This is an optimization exercise on Yosys and OpenROAD, whose aim is a short achievable clock period and few clock cycles, not a production implementation.
The RTL was checked by simulation tests, not by an equivalence proof against the original design.
Power figures rest on the tool's default switching activity, not on a simulated workload.

`design.v`:
```
module Datapath (clk,rst,Enable,Instr,rData,dWriteMem,dReadMem,iAddr,dAddr,wData);
	input clk, rst;
	input Enable;
	input[31:0] Instr, rData;
	output dWriteMem, dReadMem;
	output[31:0] iAddr, dAddr, wData;
	reg[31:0] pc;
	reg       d_valid;
	reg[31:0] d_instr, d_pc, d_target;
	reg[31:0] e_a, e_b, e_sd, e_pc, e_target;
	reg[4:0]  e_dest;
	reg       e_valid, e_wen, e_load, e_store, e_beq;
	reg       e_add, e_sub, e_and, e_or, e_slt;
	reg[31:0] m_res, m_sd;
	reg[4:0]  m_dest;
	reg       m_wen, m_load, m_store;
	reg[31:0] rf[1:31];
	assign dAddr = m_res;
	assign wData = m_sd;
	assign dReadMem = m_load;
	assign dWriteMem = m_store;
	wire hold = (m_load | m_store) & ~Enable;
	wire[31:0] m_val = m_load ? rData : m_res;
	wire m_commit = m_wen & ~hold;
	integer i;
	always @(posedge clk or negedge rst)
	begin
		if(!rst)
			for(i=1; i<32; i=i+1)
				rf[i] <= 32'd0;
		else if(m_commit)
			rf[m_dest] <= m_val;
	end
	wire[31:0] e_sum, e_diff;
	wire e_co, e_nb;
	KSAdd #(32, 5) AddAdder (.a(e_a), .b(e_b), .cin(1'b0), .s(e_sum), .co(e_co));
	KSAdd #(32, 5) SubAdder (.a(e_a), .b(~e_b), .cin(1'b1), .s(e_diff), .co(e_nb));
	wire e_ltu = ~e_nb;	 
	wire[31:0] e_res = ({32{e_add}} & e_sum) | ({32{e_sub}} & e_diff) |
	                   ({32{e_and}} & (e_a & e_b)) | ({32{e_or}} & (e_a | e_b)) |
	                   {31'd0, e_slt & e_ltu};
	wire redirect = e_beq & (e_a == e_b);
	wire[5:0] op = d_instr[31:26];
	wire[4:0] rs = d_instr[25:21];
	wire[4:0] rt = d_instr[20:16];
	wire[4:0] rd = d_instr[15:11];
	wire[5:0] fn = d_instr[5:0];
	wire[31:0] imm = {{16{d_instr[15]}}, d_instr[15:0]};
	wire is_r   = (op == 6'h00);
	wire is_beq = (op == 6'h04);
	wire is_addi = (op == 6'h08);
	wire is_lw  = (op == 6'h23);
	wire is_sw  = (op == 6'h2b);
	wire cond_beq = is_beq & (rs != rt);	 
	wire uses_rs = is_r | cond_beq | is_addi | is_lw | is_sw;
	wire uses_rt = is_r | cond_beq | is_sw;
	wire itype = is_addi | is_lw | is_sw;
	wire[4:0] dest = is_r ? rd : rt;
	wire wen = ((is_r & (rd != 5'd0)) | ((is_addi | is_lw) & (rt != 5'd0)));
	wire luse = d_valid & e_load & e_wen & ((uses_rs & (e_dest == rs)) | (uses_rt & (e_dest == rt)));
	wire fe_a = e_wen & (e_dest == rs);
	wire fm_a = m_wen & (m_dest == rs);
	wire fe_b = e_wen & (e_dest == rt);
	wire fm_b = m_wen & (m_dest == rt);
	wire[31:0] rf_a = (rs == 5'd0) ? 32'd0 : rf[rs];
	wire[31:0] rf_b = (rt == 5'd0) ? 32'd0 : rf[rt];
	wire[31:0] op_b = fe_b ? e_res : (fm_b ? m_val : rf_b);
	wire a_e = fe_a;
	wire a_m = ~fe_a & fm_a;
	wire a_r = ~fe_a & ~fm_a;
	wire b_i = itype;
	wire b_e = ~itype & fe_b;
	wire b_m = ~itype & ~fe_b & fm_b;
	wire b_r = ~itype & ~fe_b & ~fm_b;
	wire[31:0] e_and_r = e_a & e_b;
	wire[31:0] e_or_r = e_a | e_b;
	wire[31:0] next_a = ({32{a_e & e_add}} & e_sum) | ({32{a_e & e_sub}} & e_diff) |
	                    ({32{a_e & e_and}} & e_and_r) | ({32{a_e & e_or}} & e_or_r) |
	                    {31'd0, a_e & e_slt & e_ltu} |
	                    ({32{a_m}} & m_val) | ({32{a_r}} & rf_a);
	wire[31:0] next_b = ({32{b_e & e_add}} & e_sum) | ({32{b_e & e_sub}} & e_diff) |
	                    ({32{b_e & e_and}} & e_and_r) | ({32{b_e & e_or}} & e_or_r) |
	                    {31'd0, b_e & e_slt & e_ltu} |
	                    ({32{b_m}} & m_val) | ({32{b_r}} & rf_b) | ({32{b_i}} & imm);
	assign iAddr = pc;
	wire[31:0] pc4 = pc + 32'd4;
	wire taken_f = (Instr[31:26] == 6'h04) & (Instr[25:21] == Instr[20:16]);	 
	wire[31:0] f_imm = {{16{Instr[15]}}, Instr[15:0]};
	wire[29:0] target_w;
	wire target_co;
	KSAdd #(30, 5) TargetAdder (.a(pc[31:2]), .b(f_imm[29:0]), .cin(1'b1), .s(target_w), .co(target_co));
	wire[31:0] target = {target_w, pc[1:0]};
	wire[31:0] restart = e_valid ? e_pc : d_pc;
	always @(posedge clk)
	begin
		if(!luse)
		begin
			d_instr <= Instr;
			d_pc <= pc;
			d_target <= target;
		end
		e_a <= next_a;
		e_b <= next_b;
		e_sd <= op_b;
		e_pc <= d_pc;
		e_target <= d_target;
		e_dest <= dest;
		if(!hold)
		begin
			m_res <= e_res;
			m_sd <= e_sd;
			m_dest <= e_dest;
		end
	end
	always @(posedge clk or negedge rst)
	begin
		if(!rst)
		begin
			pc <= 32'd0;
			d_valid <= 1'b0;
			{e_valid, e_wen, e_load, e_store, e_beq} <= 5'd0;
			{e_add, e_sub, e_and, e_or, e_slt} <= 5'd0;
			{m_wen, m_load, m_store} <= 3'd0;
		end
		else
		begin
			if(hold)
			begin
				if(e_valid | d_valid)	 
					pc <= restart;
			end
			else if(redirect)
				pc <= e_target;
			else if(luse)
				pc <= pc;
			else if(taken_f)
				pc <= target;
			else
				pc <= pc4;
			if(hold | redirect)
				d_valid <= 1'b0;
			else if(!luse)
				d_valid <= 1'b1;
			if(!hold)
				{m_wen, m_load, m_store} <= {e_wen, e_load, e_store};
			if(hold | redirect | luse | ~d_valid)
			begin
				{e_valid, e_wen, e_load, e_store, e_beq} <= 5'd0;
				{e_add, e_sub, e_and, e_or, e_slt} <= 5'd0;
			end
			else
			begin
				e_valid <= 1'b1;
				e_wen <= wen;
				e_load <= is_lw;
				e_store <= is_sw;
				e_beq <= cond_beq;
				e_add <= itype | (is_r & (fn == 6'h20));
				e_sub <= is_r & (fn == 6'h22);
				e_and <= is_r & (fn == 6'h24);
				e_or  <= is_r & (fn == 6'h25);
				e_slt <= is_r & (fn == 6'h2a);
			end
		end
	end
endmodule
module KSAdd (a, b, cin, s, co);
	parameter W = 32;
	parameter L = 5;	 
	input[W-1:0] a, b;
	input cin;
	output[W-1:0] s;
	output co;
	reg[W-1:0] g[0:L];
	reg[W-1:0] p[0:L];
	integer i, k;
	always @*
	begin
		g[0] = a & b;
		p[0] = a ^ b;
		g[0][0] = (a[0] & b[0]) | ((a[0] ^ b[0]) & cin);
		for(k=0; k<L; k=k+1)
			for(i=0; i<W; i=i+1)
				if(i >= (1 << k))
				begin
					g[k+1][i] = g[k][i] | (p[k][i] & g[k][i-(1<<k)]);
					p[k+1][i] = p[k][i] & p[k][i-(1<<k)];
				end
				else
				begin
					g[k+1][i] = g[k][i];
					p[k+1][i] = p[k][i];
				end
	end
	assign s = (a ^ b) ^ {g[L][W-2:0], cin};
	assign co = g[L][W-1];
endmodule
```
`run.sh`:
```
#!/bin/bash
# synth_recipe.tcl (not shown) runs the flow's synth.tcl, then flattens the netlist and writes it again
# the make line also repeats each setting of config.mk as NAME=value (left out here)
make -C /OpenROAD-flow-scripts/flow DESIGN_CONFIG=/design/flow/config.mk WORK_HOME=/design/flow/orfs CLKGATE_MAP_FILE= SYNTH_SCRIPT=/design/flow/synth_recipe.tcl finish
```
`config.mk`:
```
export PLATFORM = sky130hd
export DESIGN_NAME = Datapath
export DESIGN_NICKNAME = Datapath
export VERILOG_FILES = /design/flow/design.v
export SDC_FILE = /design/flow/constraint.sdc
export NUM_CORES = 4
export LEC_CHECK = 0
export CAP_MARGIN = 20
export CORE_MARGIN = 2
export CORE_UTILIZATION = 40
export PLACE_DENSITY = 0.6
export SETUP_SLACK_MARGIN = 5
export SLEW_MARGIN = 20
```
`constraint.sdc`:
```
create_clock -name core_clock -period 8.0 [get_ports {clk}]
set_input_delay 1.6000 -clock core_clock [delete_from_list [all_inputs] [get_ports {clk}]]
set_output_delay 1.6000 -clock core_clock [all_outputs]
set_load 0.01 [all_outputs]
```
==> metrics.cfg, run 1 <==
[floorplanning]
die_area_sq_um = 172000
initial_core_util = 0.402
io_pins = 165
rows = 150
fp.dieW_microns = 414
core_sq_um = 167000
die_height_microns = 414

[setup_path]
crit_family = simple AND/OR/NAND/NOR gates
cp.arrival_ns = 4.12
crit_path_max_fanout = 6
critPathLaunchType = flip-flop
crit_type = reg2reg
cp_cell_sequence = buf_12, or3b_4, buf_6, buf_12, nor2_4, buf_6, buf_12, a21oi_1, nand4_1, nor4_4, or3_4, o211ai_1, o21a_1
endpoint_kind = flip-flop
required_ns = 8.70
slowest_stage = nor4_4
cp_common_cell = buf_12
cp_num_buf_inv = 5
critical_path.max_stage_delay_ns = 0.75

[routing]
drt-pass1-iter-count = 15
ant_nets = 1
via_per_inst = 7.10
drc = 0
num_vias = 72600
wirelength_microns = 383000
wl_per_cell_microns = 37.5
dr.first_iter.drc_count = 14500

[power]
ir_drop_v = 0.000240
power_leakage_nw = 37.6
finalPower_mw = 20.7
cellPowerDensity_nw_per_um2 = 230

[job]
cap_violations = 0

[logic_synthesis]
synthesis.area_sq_um = 67300
yosysWarningCount = 8
avgSynthCellArea_sq_um = 9.29
ys_seq_elements = 1364
ys_seq_area_frac = 0.507
synth_area_leaders = dfrtp_1, a22oi_1, edfxtp_1
async_reset_ff_frac = 0.761
syn_inst = 7248
yosysTopAreaCell = dfrtp_1
syn-num-nets = 7445
synth_edf_count = 163
synth_top_flop_cell = dfrtp_1
synthDistinctLibCells = 96
synth_top_area_frac = 0.386

[grt]
grt_max_degree = 182
grt_pass1_vias = 65500
grt_overflow = 0
antenna_found_initial = 28
grt_usage = 0.417
grt_first_pass_wirelength_microns = 510000

[sta]
final.period_utilization = 0.427
setup_viol = 0
hold_viol = 0
skew_ns = 0.0487
fin_setup_tns_ns = 0
rsz0062_at_grt = true
relSlewSlack = 0.195
timing.hold.ws_ns = 0.334
max_freq_mhz = 293
maxSlewViolCount = 0
tightest_slew_ns = 1.18
min_period_ns = 3.41

[cts]
root_buffer = clkbuf_16
cts_hold_buf = 0
cts-buffers-inserted = 150
htree_levels = 4
insertion_delay_ns = 0.83
clock_sinks = 1364
cts_tree = built
cts.clk_slew.worst_paths_ns = 0.06
clockBufferDepth = 3

[cells_and_area]
final_cells = 10200
final_cell_mix = dfrtp_1, nand2_1, o21ai_0, a22oi_1, a21oi_1
drive_above_1_share = 0.260
area_delta_synth_final_pct = 33.9
final_net_count = 8050
final_common_cell = dfrtp_1
final_util = 0.539

[placed_design]
hpwl_microns = 196000
placed_cells = 9181
gp_congestion = 0.979
port_buffers = 164

[status]
violations = antenna rules
outcome = finished with violations

[min_path]
hold_class = reg2reg

==> timing repair <==
action | CTS | global route
resized for setup | 1287 | 475
gates cloned | 45 | 19
pin swaps | 280 | 311
setup endpoints to repair | 1380 | 466
buffers inserted | 432 | 226
==> metrics by stage <==
| stage | setup slack (ns) | instance area, sq um |
|---|---|---|
| floorplan | 4.21 | 67800 |
| global placement | 2.80 | 72000 |
| detailed placement | 2.70 | 72200 |
| CTS | 4.58 | 85300 |
| global route | 4.61 | 90000 |
| finish | 4.59 | 90100 |
==> registers in the layout (all words and copies together) (netlist names), 32 cells and up <==
| register | cells |
|---|---|
| e_b | 32 |
| e_target | 32 |
| pc | 32 |
| d_instr | 32 |
| m_sd | 32 |
| e_a | 32 |
| rf | 992 |
| m_res | 32 |
| e_sd | 32 |
| d_pc | 32 |
==> cell usage after synthesis, drive strengths merged, types with 116 or more instances <==
library cell	instances
nand4	144
dfxtp	163
edfxtp	163
clkbuf	504
inv	135
ha	127
dfrtp	1038
buf	116
nor2	605
nand2	906
o21ai	772
a21oi	625
a22oi	730
==> layer usage <==
| metal | part of all wire | up-vias | global-route usage | wire length (microns) |
|---|---|---|---|---|
| li1 | - | 28000 | - | - |
| met1 | 0.34 | 34800 | 0.509 | 132000 |
| met2 | 0.38 | 7289 | 0.560 | 147000 |
| met3 | 0.17 | 2526 | 0.214 | 63600 |
| met4 | 0.10 | 38 | 0.298 | 39900 |
| met5 | 0.0032 | - | 0.00917 | 1220 |
==> cell families (layout without fill, tap and decap cells) <==
kind of cell,Yosys count,after routing,synth area share
fa+ha+maj,130,130,0.0245
mux,96,98,0.0149
xor+xnor,83,83,0.0108
flops,1364,1364,0.507
simple gates,2096,2106,0.138
compound gates,2723,2726,0.261
buf+inv,756,1464,0.0437
other cells,0,52,0
==> final timing paths <==
check                        startpoint           end  slack (ns)  cells after the start
max                         d_instr[20]      e_sd[15]        4.59                     13
min                        d_target[31]  e_target[31]        0.33                      0
max reg2reg                 d_instr[20]      e_sd[15]        4.59                     13
min reg2reg                d_target[31]  e_target[31]        0.33                      0
max in group asynchronous           rst     rf[27][4]        5.31                      3
min in group asynchronous           rst    rf[12][28]        0.84                      1
==> cell type report <==
type                            count  area [sq um]
Antenna cell                       52           130
Fill cell                       14300         77100
Timing Repair inverter              2          17.5
Multi-Input combinational cell   5143         35800
Sequential cell                  1364         34200
Clock inverter                     49           542
Timing Repair Buffer             1056         11800
Inverter                          136           562
Tap cell                         2204          2760
Clock buffer                      221          4360
==> power breakdown <==
group	switching, mW	total (mW)	internal [mW]
Clock	3.10	7.15	4.04
Combinational	3.06	5.21	2.16
Sequential	0.547	8.35	7.80
Total	6.71	20.7	14.0
Testbench counts, summed over its fixed seeds: cycles 12,417.
==> inputs of run 2 (changes only) <==
--- a/config.mk
+++ b/config.mk
@@ -7,4 +7,5 @@
 export LEC_CHECK = 0
 export CAP_MARGIN = 20
+export CELL_PAD_IN_SITES_DETAIL_PLACEMENT = 1
 export CORE_MARGIN = 2
 export CORE_UTILIZATION = 40
==> metrics.cfg, run 2 <==
[logic_synthesis]
avgSynthCellArea_sq_um = 9.29
synthDistinctLibCells = 96
ys_seq_area_frac = 0.507
yosysTopAreaCell = dfrtp_1
synth_most_common_cell = dfrtp_1
syn_inst = 7248
synth_area_leaders = dfrtp_1, a22oi_1, edfxtp_1
yosysWarningCount = 8
synth_edf_count = 163
syn-num-nets = 7445
synthesis.area_sq_um = 67300
synth_top_area_frac = 0.386
synth_top_flop_cell = dfrtp_1
ys_seq_elements = 1364
synthTopCellsByCount = dfrtp_1, nand2_1, o21ai_0, a22oi_1, a21oi_1
async_reset_ff_frac = 0.761

[status]
stop_stage = 5_1_grt
outcome = stopped before the end
firstError = [ERROR GRT-0228] Horizontal edge usage exceeds the maximum allowed. (26, 9) usage=65535 limit=3200

[floorplanning]
die_height_microns = 414
rows = 150
fp.dieW_microns = 414
initial_core_util = 0.402
io_pins = 165

[sta]
worst-endpoint-pin-kind = register input
repair-timing-grt-worst-ep = e_sd[15]$_DFF_P_/D

[cts]
cts_hold_buf = 0
clockBufferDepth = 3
root_buffer = clkbuf_16
cts-buffers-inserted = 150
clock_sinks = 1364
htree_levels = 4

[grt]
antenna_found_initial = 97
grt_max_degree = 182

[placed_design]
post_dp_cell_area_sq_um = 72200
hpwl_microns = 209000
port_buffers = 164
gp_congestion = 0.979

[run 2: per-stage QoR]
stage	utilization	instances	setup WS (ns)	total power [mW]
3_5_place_dp	0.432	9181	2.60	12.1
4_1_cts	0.514	9947	4.54	20.4
3_3_place_gp	0.431	9176	2.80	11.9
2_1_floorplan	-	7248	4.21	10.5
[run 2: logic make-up after synthesis]
logic type                 count (synthesis)  synth area share
muxes                                     96            0.0149
adders and majority gates                130            0.0245
buffers and inverters                    756            0.0437
AOI/OAI and AO/OA                       2723             0.261
and+or+nand+nor                         2096             0.138
DFF                                     1364             0.507
xor gates and xnor gates                  83            0.0108
[run 2: how the worst max path moves through the flow]
stage | from | endpoint | cells past startpoint
2_1_floorplan | Instr[1] | pc[29] | 10
3_3_place_gp | Enable | rf[27][29] | 9
3_5_place_dp | Enable | rf[27][24] | 8
4_1_cts | Instr[1] | pc[29] | 11
[run 2: power by group through the flow]
stage | Sequential (mW) | Clock (mW) | Combinational, mW
2_1_floorplan | 8.31 | 0 | 2.14
3_3_place_gp | 8.49 | 0 | 3.45
3_5_place_dp | 8.54 | 0 | 3.60
4_1_cts | 8.33 | 7.32 | 4.74
[run 2: what timing repair did]
| item | 4_1_cts |
|---|---|
| pin swaps | 311 |
| resized for setup | 1363 |
| setup endpoints to repair | 1382 |
| gates cloned | 52 |
| setup buffers | 444 |
==> inputs of run 3 (changes only) <==
--- a/design.v
+++ b/design.v
@@ -86,9 +86,12 @@
 	wire[31:0] pc4 = pc + 32'd4;
 	wire taken_f = (Instr[31:26] == 6'h04) & (Instr[25:21] == Instr[20:16]);	 
-	wire[31:0] f_imm = {{16{Instr[15]}}, Instr[15:0]};
-	wire[29:0] target_w;
-	wire target_co;
-	KSAdd #(30, 5) TargetAdder (.a(pc[31:2]), .b(f_imm[29:0]), .cin(1'b1), .s(target_w), .co(target_co));
-	wire[31:0] target = {target_w, pc[1:0]};
+	wire[15:0] t_lo;
+	wire t_c;
+	KSAdd #(16, 4) TargetAdder (.a(pc[17:2]), .b(Instr[15:0]), .cin(1'b1), .s(t_lo), .co(t_c));
+	wire[13:0] hi = pc[31:18];
+	wire[13:0] hi_inc = hi + 14'd1;
+	wire[13:0] hi_dec = hi - 14'd1;
+	wire[13:0] t_hi = Instr[15] ? (t_c ? hi : hi_dec) : (t_c ? hi_inc : hi);
+	wire[31:0] target = {t_hi, t_lo, pc[1:0]};
 	wire[31:0] restart = e_valid ? e_pc : d_pc;
 	always @(posedge clk)
--- a/config.mk
+++ b/config.mk
@@ -7,5 +7,4 @@
 export LEC_CHECK = 0
 export CAP_MARGIN = 20
-export CELL_PAD_IN_SITES_DETAIL_PLACEMENT = 1
 export CORE_MARGIN = 2
 export CORE_UTILIZATION = 40
==> metrics.cfg, run 3 <==
[logic_synthesis]
syn_inst = 7210
syn-num-nets = 7396
yosysWarningCount = 8
ys_seq_area_frac = 0.509
synth_top_flop_cell = dfrtp_1
synth_top_area_frac = 0.387
synthTopCellsByCount = nor2_1, dfrtp_1, a21oi_1, clkbuf_1, a22oi_1
async_reset_ff_frac = 0.761
yosysTopAreaCell = dfrtp_1
avgSynthCellArea_sq_um = 9.30
synth_area_leaders = dfrtp_1, a21oi_1, edfxtp_1
synth_most_common_cell = nor2_1
synthesis.area_sq_um = 67100
synth_edf_count = 163
ys_seq_elements = 1364
synthDistinctLibCells = 106

[sta]
rsz0062_at_grt = true
hold_viol = 0
final.period_utilization = 0.448
fin_setup_tns_ns = 0
setup_viol = 0
timing.hold.ws_ns = 0.321
max_freq_mhz = 279
skew_ns = 0.0536
fin_ws_ns = 4.42
relSlewSlack = 0.214
maxSlewViolCount = 0
tightest_slew_ns = 1.15
min_period_ns = 3.58

[cells_and_area]
area_delta_synth_final_pct = 32.4
fillers = 14300
regMostFlops = rf
design_area_sq_um = 88800
final_util = 0.532
largest_reg_flops = 992
drive_above_1_share = 0.247
final_cell_mix = dfrtp_1, a21oi_1, nor2_1, a22oi_1, buf_4
final_net_count = 7889
final_common_cell = dfrtp_1

[grt]
grt_pass1_vias = 65800
grt_max_degree = 181
grt_overflow = 0
antenna_found_initial = 26
grt_first_pass_wirelength_microns = 513000
grt_usage = 0.427

[status]
outcome = complete, no violations

[placed_design]
place_ws_ns = 2.67
hpwl_microns = 196000
post_dp_cell_area_sq_um = 71900
gp_congestion = 0.993
port_buffers = 164

[routing]
num_vias = 74000
dr.first_iter.drc_count = 17400
via_per_inst = 7.33
drt-pass1-iter-count = 17
drc = 0
wirelength_microns = 387000
ant_nets = 0
wl_per_cell_microns = 38.4

[floorplanning]
fp.dieW_microns = 413
initial_core_util = 0.402
core_sq_um = 167000
rows = 150
die_height_microns = 413
io_pins = 165
die_area_sq_um = 171000

[cts]
cts_tree = built
cts.clk_slew.worst_paths_ns = 0.06
root_buffer = clkbuf_16
cts-buffers-inserted = 149
clockBufferDepth = 3
cts_hold_buf = 0
htree_levels = 4
clock_sinks = 1364
insertion_delay_ns = 0.86

[setup_path]
crit_path_max_fanout = 21
crit_type = reg2reg
cp.arrival_ns = 4.30
required_ns = 8.72
critPathLaunchType = flip-flop
endpoint_kind = flip-flop

[job]
cap_violations = 0

[power]
power_leakage_nw = 37.6
ir_drop_v = 0.000304
cellPowerDensity_nw_per_um2 = 229

[min_path]
hold_class = reg2reg

[run 3: changes by cell type after synthesis, moves of 33 or more]
| cell | delta |
|---|---|
| clkbuf_1 | +40 |
| nor2_1 | +452 |
| a22o_1 | +90 |
| nand2_1 | -459 |
| a221oi_1 | +93 |
| a21oi_1 | +399 |
| a22oi_1 | -219 |
| o21ai_0 | -447 |
| nor3_1 | +33 |
[run 3: cell families (layout without fill, tap and decap cells)]
group,count (synthesis),after routing,share of synthesized area
other,0,63,0
flip-flops,1364,1364,0.509
XOR/XNOR,83,83,0.0108
buffers and inverters,770,1360,0.0442
multiplexers,87,87,0.0134
AO/OA/AOI/OAI,2668,2668,0.260
AND/OR/NAND/NOR,2118,2140,0.140
adder cells (fa/ha/maj),120,120,0.0227
[run 3: power breakdown]
group          internal (mW)  switching, mW  leakage (nW)
clock                   4.12           3.16          2.49
combinational           1.84           2.72          17.8
sequential              7.87          0.616          17.4
total                   13.8           6.49          37.6
[run 3: critical path, cell delays in order (launching register included)]
cell and delay (ns):
edfxtp_1 0.46, buf_4 0.17, buf_6 0.11, buf_12 0.14
buf_4 0.14, nand2b_4 0.09, buf_4 0.13, nor2_4 0.05
buf_6 0.29, a22o_1 0.25, a221oi_1 0.25, nand3_1 0.18
nor4_4 0.63, nor3_1 0.15, o22a_4 0.27, a21o_1 0.15
[run 3: area by class of cell]
class                      count  area, sq um  area share
multi-input combinational   5098        35200       0.396
sequential                  1364        34200       0.385
timing repair buffer         948        10800       0.122
clock buffer                 212         4330      0.0488
tap                         2204         2760      0.0311
clock inverter                58          716     0.00806
inverter                     139          583     0.00657
antenna                       63          158     0.00178
timing repair inverter         3         23.8    0.000268
[run 3: path summary, 6_finish.rpt]
kind / startpoint / endpoint / slack (ns) / cells past startpoint
worst min register to register: d_target[11] / e_target[11] / 0.32 / 0
worst max register to register: d_instr[16] / e_b[26] / 4.42 / 15
max in group asynchronous: rst / rf[19][16] / 5.41 / 3
worst max-delay path: d_instr[16] / e_b[26] / 4.42 / 15
worst min-delay path: d_target[11] / e_target[11] / 0.32 / 0
min in group asynchronous: rst / rf[1][7] / 0.84 / 1
[run 3: per-layer routing]
layer  GRT usage  wire length [microns]
met3       0.236                  67300
met2       0.556                 144000
met4       0.309                  42300
met5      0.0285                   1590
met1       0.522                 132000
[run 3: per-stage QoR]
stage | cells | power (mW)
detailed placement | 9135 | 11.8
finish | 10100 | 20.3
floorplan | 7210 | 10.3
global route | 10000 | 20.8
CTS | 9829 | 19.6
global placement | 9131 | 11.7
[run 3: repair_timing]
item                       4_1_cts  5_1_grt
pin swaps                      221      247
gates resized for setup       1265      464
setup endpoints to repair     1365     1177
hold endpoints to repair         0        0
gates cloned                    41       18
buffers inserted               383      176
Testbench counts of run 3, summed over its fixed seeds: cycles 12,417.

-- static timing again, ports no longer ideal --
The results above use ideal ports. As a check the final layouts listed here were re-extracted and re-timed, cells and wires unchanged. Step 1 sets driving cells, clkbuf_16 on the clock port and buf_2 on the other inputs (assumed; they add their load-dependent delay and slew). Step 2, shift: input delay + t, output delay - t, t = (earliest + latest rising clock arrival at the registers) / 2. This alone moves slack from input paths to output paths. Three values: ideal, step 1, step 2; two values: the first two.
run	shift t [ns]	slack for setup (ns)	hold slack, ns	worst setup path after step 2
run 1	0.906	4.585 / 4.585 / 3.792	0.334 / 0.334 / 0.334	input to register
run 3	0.921	4.419 / 4.419 / 3.616	0.321 / 0.321 / 0.321	input to register
For run 3, which loses most, drivers alone change the setup slack by 0.000 ns; drivers and shift together by -0.803 ns.
